Source: an optimization exercise on an open RTL-to-GDS flow (aim: small area, a short achievable clock period and few clock cycles). Production flows keep margins and buffers that such runs may drop.
Function was checked by simulation only, so behaviour that the tests miss may differ from the original.

==> flow/design.v (excerpt) <==
module uriscv_core #(
    parameter   SUPPORT_BRAM_REGFILE = 1,
    parameter   RST_VECTOR           = 32'h00000000
) (
    input           clk,
    input           rst_n,
    input           intr_i,
    output          mem_i_rd_o,
    output  [31:0]  mem_i_pc_o,
    input   [31:0]  mem_i_inst_i,
    input           mem_i_accept_i,
    input           mem_i_valid_i,
    output          mem_d_rd_o,
    output  [3:0]   mem_d_wr_o,
    output  [31:0]  mem_d_addr_o,
    input   [31:0]  mem_d_data_rd_i,
    output  [31:0]  mem_d_data_wr_o,
    input           mem_d_accept_i,
    input           mem_d_ack_i
);
For scale: about 11000 cells after synthesis, roughly 1700 flip-flops.
Settings: LEC_CHECK=0, CAP_MARGIN=40, CORE_MARGIN=2, CORE_UTILIZATION=30, SETUP_SLACK_MARGIN=4, SLEW_MARGIN=20; clock period 10.0 ns.
run.sh (not shown) runs the stock make flow with config.mk's settings and CLKGATE_MAP_FILE= SYNTH_SCRIPT=/design/flow/synth_recipe.tcl, a recipe that flattens the netlist after the stock synthesis.
Testbench counts at the start, summed over its fixed seeds: cycles 92,488.
==> next run, changes <==
--- a/flow/design.v
+++ b/flow/design.v
@@ -197,13 +197,12 @@
 logic           c_ecall_q;
 logic           c_ebreak_q;
 logic           c_mret_q;
 logic           c_md_q;
 logic           c_illegal_q;
 logic           c_wr_q;          
-logic           c_alusel_q;      
 logic   [3:0]   c_aluop_q;
 logic           ld_wait_q;       
 logic   [4:0]   lp_rd_q;
 logic           lp_wr_q;
 logic   [2:0]   lp_f3_q;
 logic           ld_done_w;
@@ -223,14 +222,13 @@
 wire        arr_live_w= arr_w & (disc_q == 2'd0);
 wire        arr_disc_w= arr_w & (disc_q != 2'd0);
 wire [31:0] d_inst_w  = sk_has_w ? sk0_q : mem_i_inst_i;
 wire        d_avail_w = sk_has_w | arr_live_w;
 wire        e_free_w  = ~e_valid_q | e_done_w;
 logic       d_blk_w;
-wire        e_take_w  = e_free_w & d_avail_w & ~d_blk_w;      
-wire        e_load_w  = e_take_w & ~redirect_w;
+wire        e_load_w  = e_free_w & d_avail_w & ~redirect_w & ~d_blk_w;
 wire [4:0]  d_opc     = d_inst_w[6:2];
 wire [2:0]  d_f3      = d_inst_w[14:12];
 wire [6:0]  d_f7      = d_inst_w[31:25];
 wire [4:0]  d_rd      = d_inst_w[11:7];
 wire [4:0]  d_rs1     = d_inst_w[19:15];
 wire [4:0]  d_rs2     = d_inst_w[24:20];
@@ -350,30 +348,25 @@
     else
     begin
         disc_n = disc_q - {1'b0, arr_disc_w};
         live_n = live_q - {1'b0, arr_live_w} + {1'b0, f_acc_w};
     end
 end
-wire [2:0] f_base_w = {1'b0, live_q} + {1'b0, sk_cnt_q};
-wire       f_le0_w  = (f_base_w == 3'd0);
-wire       f_le1_w  = (f_base_w <= 3'd1);
-wire       f_le2_w  = (f_base_w <= 3'd2);
-wire       f_room_w = e_load_w ? (f_acc_w ? f_le1_w : f_le2_w)
-                               : (f_acc_w ? f_le0_w : f_le1_w);
+wire [2:0] f_occ_n = {1'b0, live_n} + {1'b0, sk_cnt_n};
 always_ff @(posedge clk, negedge rst_n)
 begin
     if (~rst_n)
     begin
         f_rd_q  <= 1'b0;
         f_pc_q  <= RST_VECTOR;
         live_q  <= 2'd0;
         disc_q  <= 2'd0;
     end
     else
     begin
-        f_rd_q <= f_redir_w | f_room_w;
+        f_rd_q <= f_redir_w | (f_occ_n <= 3'd1);
         if (f_redir_w)
             f_pc_q <= f_target_w;
         else if (f_acc_w)
             f_pc_q <= f_pc_q + 32'd4;
         live_q <= live_n;
         disc_q <= disc_n;
@@ -386,22 +379,20 @@
     if (~rst_n)
         sk_cnt_q <= 2'd0;
     else
         sk_cnt_q <= sk_cnt_n;
 end
 assign sk_cnt_n = f_redir_w ? 2'd0 : (sk_cnt_q - {1'b0, sk_pop_w} + {1'b0, sk_push_w});
-wire sk_popd_w  = e_take_w & sk_has_w;
-wire sk_pushd_w = arr_live_w & ~(e_take_w & ~sk_has_w);
 always_ff @(posedge clk)
 begin
-    if (sk_popd_w)
+    if (sk_pop_w)
     begin
         sk0_q <= (sk_cnt_q == 2'd2) ? sk1_q : mem_i_inst_i;
         sk1_q <= mem_i_inst_i;
     end
-    else if (sk_pushd_w)
+    else if (sk_push_w)
     begin
         if (sk_cnt_q == 2'd0)
             sk0_q <= mem_i_inst_i;
         else
             sk1_q <= mem_i_inst_i;
     end
@@ -425,13 +416,12 @@
 always_ff @(posedge clk)
 begin
     if (e_free_w)
     begin
         ir_q        <= d_inst_w;
         c_pred_q    <= d_pred_w;
-        c_alusel_q  <= ~(d_md | d_csr | d_jal | d_jalr | d_auipc | d_lui);
         c_alu_q     <= d_opimm | d_alu_op;
         c_lui_q     <= d_lui;
         c_auipc_q   <= d_auipc;
         c_jal_q     <= d_jal;
         c_jalr_q    <= d_jalr;
         c_branch_q  <= d_branch;
@@ -794,18 +784,27 @@
     else if (c_pred_q)
         target_w = pc4_w;            
     else
         target_w = pc_imm_w;
 end
 assign wb_en_w = e_done_w & c_wr_q & ~trap_w & ~c_load_q;
-assign wb_val_w = ({32{c_md_q}}              & md_res_w)    |
-                  ({32{c_csr_q}}             & csr_rdata_r) |
-                  ({32{c_jal_q | c_jalr_q}}  & pc4_w)       |
-                  ({32{c_auipc_q}}           & pc_imm_w)    |
-                  ({32{c_lui_q}}             & opb_q)       |
-                  ({32{c_alusel_q}}          & alu_res_r);
+always_comb
+begin
+    if (c_md_q)
+        wb_val_w = md_res_w;
+    else if (c_csr_q)
+        wb_val_w = csr_rdata_r;
+    else if (c_jal_q | c_jalr_q)
+        wb_val_w = pc4_w;
+    else if (c_auipc_q)
+        wb_val_w = pc_imm_w;
+    else if (c_lui_q)
+        wb_val_w = opb_q;
+    else
+        wb_val_w = alu_res_r;
+end
 always_ff @(posedge clk, negedge rst_n)
 begin
     if (~rst_n)
         pc_q <= RST_VECTOR;
     else if (e_done_w)
         pc_q <= redirect_w ? target_w : (c_pred_q ? tgt_q : pc4_w);
After rerunning: The changed run finished clean; sequential share of layout area went down by 0.45 points; utilization barely changes; critical path depth came out lower by 2; routed wire length grows by 5.4%; via count goes up by 7.4%.
Testbench counts after the change, summed over its fixed seeds: cycles 92,488.

## static timing again, ports no longer ideal
The flow's constraints put no driver on any port. The routed layouts listed below were extracted and timed again, unchanged, in two steps. Step 1 assumes that a clkbuf_16 drives the clock port and a buf_2 every other input. Step 2 adds t to the input delays and takes it off the output delays; t is the mean of the earliest and latest rising clock arrival at the registers after step 1. Input paths then give back, and output paths get back, about the clock's delay inside the block. a / b / c = ideal / step 1 / step 2; a / b = the first two.
run	t, ns	setup slack, ns	worst register clock-pin slew, ns
the first run	1.000	3.617 / 3.617 / 3.077	0.07 / 0.07
the second run	0.998	3.461 / 3.461 / 2.909	0.08 / 0.08
After both steps setup and hold are still met in every run listed. The setup slack of the second run, which loses most, moves by 0.000 ns with the drivers and by -0.552 ns with both steps.
